Context: an optimization exercise on an open-source flow, tuned for small area and a short achievable clock period. The choices shown serve that exercise and are no tape-out recipe.
Function was checked by simulation only, so behaviour that the tests miss may differ from the original.
No activity file was given, so power comes from the tool's default toggle rates.

== alpha ==
==> flow/design.v <==
`timescale 1ns / 1ps
module mmu_l1tlb_entry (
    input         rstn,
    input         clk,
    output [31:0] o_normal_valid_32,
    output [ 3:0] o_super_valid_4,
    input  [28:0] i_read_contrast_29,
    output [31:0] o_hit_pte_32,
    output [ 1:0] o_hit_2,
    input  [ 4:0] i_write_position_5,
    input  [60:0] i_write_data_61,
    input  [ 1:0] i_write_en_2,
    input  [38:0] i_flush_contrast_39,
    input         i_flush_en_1
);
    wire [19:0] w_write_vpn_20;
    wire [ 8:0] w_write_asid_9;
    wire [31:0] w_write_pte_32;
    assign {w_write_vpn_20, w_write_asid_9, w_write_pte_32} = i_write_data_61;
    wire [19:0] w_flush_vpn_20;
    wire [ 8:0] w_flush_asid_9;
    wire [ 4:0] w_flush_rs1_5;
    wire [ 4:0] w_flush_rs2_5;
    assign {w_flush_rs2_5, w_flush_rs1_5, w_flush_asid_9, w_flush_vpn_20} = i_flush_contrast_39;
    wire w_flush_asid_any_1 = (w_flush_rs2_5 == 5'd0);
    wire w_flush_vpn_any_1  = (w_flush_rs1_5 == 5'd0);
    wire w_wr_normal_1 = i_write_en_2[0];
    wire w_wr_super_1  = ~i_write_en_2[0] & i_write_en_2[1];
    wire w_flush_1     = (i_write_en_2 == 2'b00) & i_flush_en_1;
    reg  [31:0] r_normal_valid_32;
    reg  [ 3:0] r_super_valid_4;
    wire [31:0] w_normal_hit_n_32;
    wire [ 3:0] w_super_hit_n_4;
    wire [31:0] w_normal_we_32;
    wire [ 3:0] w_super_we_4;
    wire [31:0] w_normal_fm_32;
    wire [ 3:0] w_super_fm_4;
    wire [36*31-1:0] w_pte_hi;
    genvar i;
    generate
        for (i = 0; i < 32; i = i + 1) begin : g_normal
            reg [28:0] r_tag_29;    
            reg [30:0] r_pte_31;    
            assign w_normal_we_32[i] = w_wr_normal_1 & (i_write_position_5 == i);
            always @(posedge clk) begin
                if (w_normal_we_32[i]) begin
                    r_tag_29 <= {w_write_asid_9, w_write_vpn_20};
                    r_pte_31 <= w_write_pte_32[31:1];
                end
            end
            tlb_flush_match #(.AW(9), .VW(20)) u_fm (
                .i_tag({r_tag_29[28:20], r_tag_29[19:0]}),
                .i_asid(w_flush_asid_9), .i_vpn(w_flush_vpn_20),
                .i_asid_any(w_flush_asid_any_1), .i_vpn_any(w_flush_vpn_any_1),
                .o_match(w_normal_fm_32[i]));
            tlb_hit #(.W(29)) u_hit (
                .i_valid(r_normal_valid_32[i]), .i_tag(r_tag_29), .i_key(i_read_contrast_29),
                .o_hit_n(w_normal_hit_n_32[i]));
            assign w_pte_hi[i*31 +: 31] = r_pte_31;
        end
        for (i = 0; i < 4; i = i + 1) begin : g_super
            reg [18:0] r_tag_19;    
            reg [30:0] r_pte_31;
            assign w_super_we_4[i] = w_wr_super_1 & (i_write_position_5 == i);
            always @(posedge clk) begin
                if (w_super_we_4[i]) begin
                    r_tag_19 <= {w_write_asid_9, w_write_vpn_20[19:10]};
                    r_pte_31 <= w_write_pte_32[31:1];
                end
            end
            tlb_flush_match #(.AW(9), .VW(10)) u_fm (
                .i_tag(r_tag_19),
                .i_asid(w_flush_asid_9), .i_vpn(w_flush_vpn_20[19:10]),
                .i_asid_any(w_flush_asid_any_1), .i_vpn_any(w_flush_vpn_any_1),
                .o_match(w_super_fm_4[i]));
            tlb_hit #(.W(19)) u_hit (
                .i_valid(r_super_valid_4[i]), .i_tag(r_tag_19), .i_key(i_read_contrast_29[28:10]),
                .o_hit_n(w_super_hit_n_4[i]));
            assign w_pte_hi[(32+i)*31 +: 31] = r_pte_31;
        end
    endgenerate
    always @(posedge clk or negedge rstn) begin
        if (!rstn) begin
            r_normal_valid_32 <= 32'b0;
            r_super_valid_4   <= 4'b0;
        end else begin
            r_normal_valid_32 <= (w_normal_we_32 & {32{w_write_pte_32[0]}}) |
                                 (~w_normal_we_32 & r_normal_valid_32 & ~({32{w_flush_1}} & w_normal_fm_32));
            r_super_valid_4   <= (w_super_we_4 & {4{w_write_pte_32[0]}}) |
                                 (~w_super_we_4 & r_super_valid_4 & ~({4{w_flush_1}} & w_super_fm_4));
        end
    end
    assign o_normal_valid_32 = r_normal_valid_32;
    assign o_super_valid_4   = r_super_valid_4;
    tlb_hit_select u_sel (
        .i_hit_n({w_super_hit_n_4, w_normal_hit_n_32}), .i_pte_hi(w_pte_hi),
        .o_hit_2(o_hit_2), .o_hit_pte_32(o_hit_pte_32));
endmodule
module tlb_hit #(parameter W = 29) (
    input          i_valid,
    input  [W-1:0] i_tag,
    input  [W-1:0] i_key,
    output         o_hit_n
);
    assign o_hit_n = ~(i_valid & (i_tag == i_key));
endmodule
module tlb_flush_match #(parameter AW = 9, parameter VW = 20) (
    input  [AW+VW-1:0] i_tag,
    input  [AW-1:0]    i_asid,
    input  [VW-1:0]    i_vpn,
    input              i_asid_any,
    input              i_vpn_any,
    output             o_match
);
    assign o_match = (i_asid_any | (i_tag[AW+VW-1:VW] == i_asid)) &
                     (i_vpn_any  | (i_tag[VW-1:0] == i_vpn));
endmodule
module tlb_hit_select (
    input  [35:0]      i_hit_n,
    input  [36*31-1:0] i_pte_hi,
    output [ 1:0]      o_hit_2,
    output [31:0]      o_hit_pte_32
);
    wire [35:0] w_local_sel_36;
    wire [6*31-1:0] w_grp_pte;
    genvar g;
    generate
        for (g = 0; g < 6; g = g + 1) begin : g_grp
            tlb_grp_sel u_gs (.i_hit_n(i_hit_n[6*g +: 6]), .o_sel(w_local_sel_36[6*g +: 6]));
            tlb_grp_mux u_gm (.i_sel(w_local_sel_36[6*g +: 6]), .i_pte_hi(i_pte_hi[6*g*31 +: 6*31]),
                              .o_pte_hi(w_grp_pte[g*31 +: 31]));
        end
    endgenerate
    wire [5:1] w_none_below_5;
    tlb_none_below u_nb (.i_hit_n(i_hit_n[29:0]), .o_none(w_none_below_5));
    wire [30:0] w_pte_hi_31;
    tlb_top_mux u_tm (.i_pass(w_none_below_5), .i_pte_hi(w_grp_pte), .o_pte_hi(w_pte_hi_31));
    tlb_hit_code u_hc (.i_hit_n(i_hit_n), .o_hit_2(o_hit_2), .o_any(o_hit_pte_32[0]));
    assign o_hit_pte_32[31:1] = w_pte_hi_31;
endmodule
module tlb_grp_sel (
    input  [5:0] i_hit_n,
    output [5:0] o_sel
);
    genvar k;
    generate
        for (k = 0; k < 6; k = k + 1) begin : g_s
            if (k == 0) begin : g0
                assign o_sel[k] = ~i_hit_n[0];
            end else begin : gk
                assign o_sel[k] = ~i_hit_n[k] & (&i_hit_n[k-1:0]);
            end
        end
    endgenerate
endmodule
module tlb_none_below (
    input  [29:0] i_hit_n,
    output [ 5:1] o_none
);
    genvar k;
    generate
        for (k = 1; k < 6; k = k + 1) begin : g_n
            assign o_none[k] = &i_hit_n[6*k-1:0];
        end
    endgenerate
endmodule
module tlb_hit_code (
    input  [35:0] i_hit_n,
    output [ 1:0] o_hit_2,
    output        o_any
);
    wire w_any_normal_1 = ~(&i_hit_n[31:0]);
    wire w_any_super_1  = ~(&i_hit_n[35:32]);
    assign o_hit_2 = {~w_any_normal_1 & w_any_super_1, w_any_normal_1};
    assign o_any   = w_any_normal_1 | w_any_super_1;
endmodule
module tlb_grp_mux (
    input  [5:0]      i_sel,
    input  [6*31-1:0] i_pte_hi,
    output reg [30:0] o_pte_hi
);
    integer j;
    always @(*) begin
        o_pte_hi = 31'b0;
        for (j = 0; j < 6; j = j + 1)
            o_pte_hi = o_pte_hi | ({31{i_sel[j]}} & i_pte_hi[j*31 +: 31]);
    end
endmodule
module tlb_top_mux (
    input  [5:1]      i_pass,
    input  [6*31-1:0] i_pte_hi,
    output reg [30:0] o_pte_hi
);
    integer j;
    always @(*) begin
        o_pte_hi = i_pte_hi[0 +: 31];
        for (j = 1; j < 6; j = j + 1)
            o_pte_hi = o_pte_hi | ({31{i_pass[j]}} & i_pte_hi[j*31 +: 31]);
    end
endmodule
export LEC_CHECK = 0
export CAP_MARGIN = 20
export CORE_MARGIN = 2
export CORE_UTILIZATION = 40
export CTS_BUF_LIST = sky130_fd_sc_hd__clkbuf_16
export CTS_CLUSTER_DIAMETER = 60
export CTS_CLUSTER_SIZE = 20
export SETUP_SLACK_MARGIN = 4
export SLEW_MARGIN = 20
export SYNTH_HIERARCHICAL = 1
create_clock -name core_clock -period 12.0 [get_ports {clk}]
run.sh (not shown) runs the stock make flow with config.mk's settings and CLKGATE_MAP_FILE= SYNTH_SCRIPT=/design/flow/synth_recipe.tcl, a recipe that flattens the netlist after the stock synthesis.
alpha: done, clean on timing, DRC and antenna
--- input diff alpha..beta ---
==> flow/flow/run.sh (new file) <==
#!/bin/bash
# Layout flow: the standard ORFS flow (standard.sh) with three changes to
# how the layout is made, none to the design or its constraints:
#  - the port buffers that buffer_ports inserts are buf_4 cells,
#  - clock tree synthesis inserts no dummy loads,
#  - the resizer may swap a cell for one with a different footprint.
# Synthesis is the standard one, run unchanged.
set -euo pipefail
bash standard.sh synth > synth_make.log 2>&1
bash standard.sh \
  MATCH_CELL_FOOTPRINT=0 \
  "BUFFER_PORTS_ARGS=-buffer_cell sky130_fd_sc_hd__buf_4" \
  "CTS_ARGS=-sink_clustering_enable -repair_clock_nets -sink_clustering_size 20 -sink_clustering_max_diameter 60 -buf_list sky130_fd_sc_hd__clkbuf_16 -dont_use_dummy_load" \
  finish > layout_make.log 2>&1
==> flow/standard.sh (new file) <==
#!/bin/bash
# synth_recipe.tcl (not shown) runs the flow's synth.tcl, then flattens the netlist and writes it again
# the make line also repeats each setting of config.mk as NAME=value (left out here)
make -C /OpenROAD-flow-scripts/flow DESIGN_CONFIG=/design/flow/config.mk WORK_HOME=/design/flow/orfs CLKGATE_MAP_FILE= SYNTH_SCRIPT=/design/flow/synth_recipe.tcl "${@:-finish}"
removed: flow/run.sh
In the metrics for beta and alpha, the one carrying the higher worst setup slack after layout is beta.
Compared to alpha, beta has design area 0.0032 sq mm lower.
beta vs. alpha: clock latency reported for the late side of the worst-skew pair went down by 0.04 ns.
Routed length on met2 came out lower on beta than on alpha.
Diff alpha..beta | post-cts hold buffer count | unchanged
beta against alpha; clock power is down by more than 10%.
Summary of beta over alpha: count of plain and timing-repair buffers shows a reduction of 124, post-detailed-routing wire length lower, cell count went down by 2.3%.
As far as number of well taps goes, alpha and beta are indistinguishable; the numbers are identical.

-- static timing again, ports no longer ideal --
The results above use ideal ports. As a check the final layouts listed here were re-extracted and re-timed, cells and wires unchanged.
Step 1, drivers: a clkbuf_16 drives clk and a buf_2 each remaining input, both assumed.
Step 2, shift: input delay + t, output delay - t, t = (earliest + latest rising clock arrival at the registers) / 2. This alone moves slack from input paths to output paths.
Slacks: ideal ports / drivers / drivers and shift; pairs: ideal ports / drivers.
run	shift t [ns]	slack for setup (ns)	cell pins on the clock port's net
alpha	0.930	3.837 / 3.500 / 3.500	1
beta	0.897	3.912 / 3.708 / 3.708	1
After both steps setup and hold are still met in every run listed. For alpha, which loses most, drivers alone change the setup slack by -0.337 ns; drivers and shift together by -0.337 ns.
